Background: an optimization exercise with open tools, aiming at small area, a short achievable clock period and few clock cycles per item. Do not read the settings as production practice.
Only simulation tests tie the RTL to the original design; equivalence was not proved.

build 4:
==> flow/design.v <==
module mult(
 clk,
 rstx,
 mcand_is_signed,
 mlier_is_signed,
 start,
 mcand,
 mlier,
 prod,
 busy
);
parameter BW_CNT = 3,    
          BW_MCAND = 3,
          BW_MLIER = 4;
input                          clk;
input                          rstx;
input                          mcand_is_signed;
input                          mlier_is_signed;
input                          start;
input           [BW_MCAND-1:0] mcand;
input           [BW_MLIER-1:0] mlier;
output [BW_MCAND+BW_MLIER-1:0] prod;
output                         busy;
reg [BW_CNT-1:0] cnt;
wire cnt_eq_0 = (cnt == {BW_CNT{1'b0}});
always @(posedge clk or negedge rstx)
  if (~rstx)         cnt <= {BW_CNT{1'b0}};
  else if (start)    cnt <= BW_MLIER;
  else if (cnt_eq_0) cnt <= {BW_CNT{1'b0}};
  else               cnt <= cnt - {{(BW_CNT-1){1'b0}}, 1'd1};
wire cnt_eq_1 = (cnt == {{(BW_CNT-1){1'b0}}, 1'd1});
assign busy = ~cnt_eq_0;
wire last_stage_1 = cnt_eq_1 & mlier_is_signed;
reg [BW_MCAND+BW_MLIER-1:0] prod;
wire [BW_MCAND-1:0] prod1 = (prod[0] ? mcand : {BW_MCAND{1'b0}});
wire [BW_MCAND:0] sum = {   cnt_eq_1
                          ? mcand_is_signed | mlier_is_signed
                          : 1'b0
                        , prod[BW_MCAND+BW_MLIER-1:BW_MLIER] }
                      + { 1'b0
                        ,   {BW_MCAND{last_stage_1}}
                          ^ { prod1[BW_MCAND-1] ^ mcand_is_signed
                            , prod1[BW_MCAND-2:0] } }
                      + {{BW_MCAND{1'b0}}, last_stage_1};
always @(posedge clk or negedge rstx)
  if (~rstx)          prod <= {(BW_MCAND+BW_MLIER){1'b0}};
  else if (start)     prod <= {mcand_is_signed, {(BW_MCAND-1){1'b0}}, mlier};
  else if (~cnt_eq_0) prod <= {sum, prod[BW_MLIER-1:1]};
endmodule
module cordic_sqrt_seq (
 input         rstx,
 input         clk,
 input         start,
 input  [15:0] din,
 output        busy,
 output [15:0] dout
);
reg  [4:0] cnt;
wire [4:0] ncnt = start ? 5'd1 :
                  ((cnt == 5'd17) || (cnt == 5'd0)) ? 5'd0 : cnt + 5'd1;
always @(posedge clk or negedge rstx)
  if (!rstx) cnt <= 5'd0;
  else       cnt <= ncnt;
assign busy = (cnt != 5'd0);
reg [7:0] selx_n;   
reg [7:0] sely_n;   
reg       mm_n;     
reg       cord_n;   
reg       yx_n;     
always @(*) begin
  sely_n = 8'b00000001;
  case (ncnt)
  5'd1: sely_n = 8'b00000001;
  5'd2: sely_n = 8'b00000010;
  5'd3: sely_n = 8'b00000100;
  5'd4: sely_n = 8'b00001000;
  5'd5: sely_n = 8'b00001000;
  5'd6: sely_n = 8'b00010000;
  5'd7: sely_n = 8'b00100000;
  5'd8: sely_n = 8'b01000000;
  5'd9: sely_n = 8'b10000000;
  default: sely_n = 8'b00000001;
  endcase
  mm_n = 1'b0;
  case (ncnt)
  5'd10: begin selx_n = 8'b00000001; mm_n = 1'b0; end
  5'd11: begin selx_n = 8'b00000100; mm_n = 1'b1; end
  5'd12: begin selx_n = 8'b00001000; mm_n = 1'b1; end
  5'd13: begin selx_n = 8'b00000100; mm_n = 1'b0; end
  5'd14: begin selx_n = 8'b00000010; mm_n = 1'b0; end
  5'd15: begin selx_n = 8'b00000010; mm_n = 1'b1; end
  5'd16: begin selx_n = 8'b00000010; mm_n = 1'b1; end
  5'd17: begin selx_n = 8'b00000010; mm_n = 1'b0; end
  default: selx_n = sely_n;
  endcase
  cord_n = (ncnt != 5'd0) && (ncnt <= 5'd9);
  yx_n   = (ncnt >= 5'd9);
end
reg [7:0] selx, sely;
reg       mm, cord, yx;
always @(posedge clk) begin
  selx <= selx_n;
  sely <= sely_n;
  mm   <= mm_n;
  cord <= cord_n;
  yx   <= yx_n;
end
reg  [20:0] X;
reg  [20:0] Y;
wire [28:0] yext = {{8{Y[20]}}, Y};
wire [28:0] xext = {8'd0, X};
reg  [20:0] ysh, xsh;
integer i, k;
always @(*) begin
  for (i = 0; i < 21; i = i + 1) begin
    ysh[i] = 1'b0;
    xsh[i] = 1'b0;
    for (k = 0; k < 8; k = k + 1) begin
      ysh[i] = ysh[i] | (selx[k] & yext[i + k + 1]);
      xsh[i] = xsh[i] | (sely[k] & xext[i + k + 1]);
    end
  end
end
reg         mx, cx, my;
wire [20:0] xsum, ysum;
pfx_add #(.W(21)) u_xadd (.a(X), .b(ysh ^ {21{mx}}), .ci(cx), .s(xsum));
pfx_add #(.W(21)) u_yadd (.a(Y), .b(xsh ^ {21{my}}), .ci(my), .s(ysum));
wire [20:0] x0 = {{1'b0, din} + 17'h02000, 4'd0};
wire [20:0] y0 = {{1'b0, din} - 17'h02000, 4'd0};
wire        ny_pos = start ? ~y0[20] : busy ? ~(yx ? xsum[20] : ysum[20]) : ~Y[20];
always @(posedge clk) begin
  mx <= cord_n ? ny_pos : mm_n;
  cx <= cord_n & ny_pos;
  my <= ny_pos;
end
always @(posedge clk)
  if (start) begin
    X <= x0;
    Y <= y0;
  end else if (busy) begin
    if (cord) X <= xsum;
    Y <= yx ? xsum : ysum;
  end
assign dout = Y[19:4] + {15'd0, Y[3]};
endmodule
module pfx_add #(parameter W = 21) (
 input  [W-1:0] a,
 input  [W-1:0] b,
 input          ci,
 output [W-1:0] s
);
wire [W-1:0] p0 = a ^ b;
reg  [W:0]   g, p, gn, pn;
integer i, d;
always @(*) begin
  g = {a & b, ci};
  p = {p0, 1'b0};
  for (d = 1; d < W + 1; d = d * 2) begin
    gn = g;
    pn = p;
    for (i = d; i < W + 1; i = i + 1) begin
      gn[i] = g[i] | (p[i] & g[i - d]);
      pn[i] = p[i] & p[i - d];
    end
    g = gn;
    p = pn;
  end
end
assign s = p0 ^ g[W-1:0];
endmodule
Settings: LEC_CHECK=0, CAP_MARGIN=20, CORE_MARGIN=2, CORE_UTILIZATION=70, PLACE_DENSITY=0.8, SETUP_SLACK_MARGIN=3.5, SLEW_MARGIN=20; clock period 6.0 ns.
run.sh (not shown) runs the stock make flow with config.mk's settings and CLKGATE_MAP_FILE= SYNTH_SCRIPT=/design/flow/synth_recipe.tcl, a recipe that flattens the netlist after the stock synthesis.
Build 4 | ERROR | global routing
Testbench counts of build 4, summed over its fixed seeds: cycles 144,000, items 8,000.
> inputs changed (build 4 -> build 48)
-- flow/config.mk --
<<< build 4, line 9
export CORE_MARGIN = 2
export CORE_UTILIZATION = 70
export PLACE_DENSITY = 0.8
export SETUP_SLACK_MARGIN = 3.5
export SLEW_MARGIN = 20
>>> build 48, line 9
export CORE_MARGIN = 2
export CORE_UTILIZATION = 40
export SLEW_MARGIN = 20
Notes after the runs:
Build 48: done, clean on timing, DRC and antenna. Build 48 against build 4: compound-cell area share of the yosys netlist was more or less identical; placed wire-length estimate after detailed placement went up 0.36%; floorplan die height climbed about 30%; distinct cell type count of the synthesized netlist flat. Summary of build 48 over build 4: synthesized area did not really move, post-placement cell count climbed about 10%, instance area at placement fell by 0.34%, die extent in x increased by about 30% relative to the old numbers, site row count up 12. Looking only at initial core utilization, and setting everything else aside, the lower value of build 48 and build 4 goes to build 48.
> inputs changed (build 48 -> build 55)
-- flow/config.mk --
<<< build 48, line 9
export CORE_MARGIN = 2
export CORE_UTILIZATION = 40
export SLEW_MARGIN = 20
>>> build 55, line 9
export CORE_MARGIN = 2
export CORE_UTILIZATION = 60
export SETUP_SLACK_MARGIN = 3.0
export SLEW_MARGIN = 20
--- outcome ---
Per the comparison of build 55 with build 48, post-route clock period utilization saw a decrease, maximum clock frequency shows an increase of about 4.5%.
Build 48 ended up with selx[1] as its critical path startpoint; build 55 ended up with Y[10].
The met2 track demand over resource in global routing number comes out higher for build 55 vs build 48.
Per the comparison of build 55 with build 48, final critical-path required period shows a reduction of 0.17 ns; sequential fraction of total cell area now sits lower; utilization after layout went up 37 points.
Summary — logic depth of the worst register-to-register path, build 55 relative to build 48: higher, by 1.
Compared with build 48, in build 55 first-pass GRT wire length went up by about 14%, detailed-routing wirelength on met1 -about 3.6%.

what the ideal ports hide:
How much do the figures lean on ideal ports? The routed layouts below were timed once more, with nothing changed but the port constraints.
Step 1: set_driving_cell puts a clkbuf_16 on clk and a buf_2 on each other input, an assumption about the parent block.
Step 2 also shifts input and output timing later by t, the mid clock arrival at the registers, as if the neighbouring blocks saw the same clock.
Slacks: ideal ports / drivers / drivers and shift; pairs: ideal ports / drivers.
run	t (ns)	slack for setup (ns)	worst setup path after step 2
build 48	0.383	2.099 / 2.069 / 1.987	input to register
build 55	0.380	2.266 / 2.266 / 2.266	register to register
After both steps setup and hold are still met in every run listed. For build 48, which loses most, drivers alone change the setup slack by -0.030 ns; drivers and shift together by -0.112 ns.
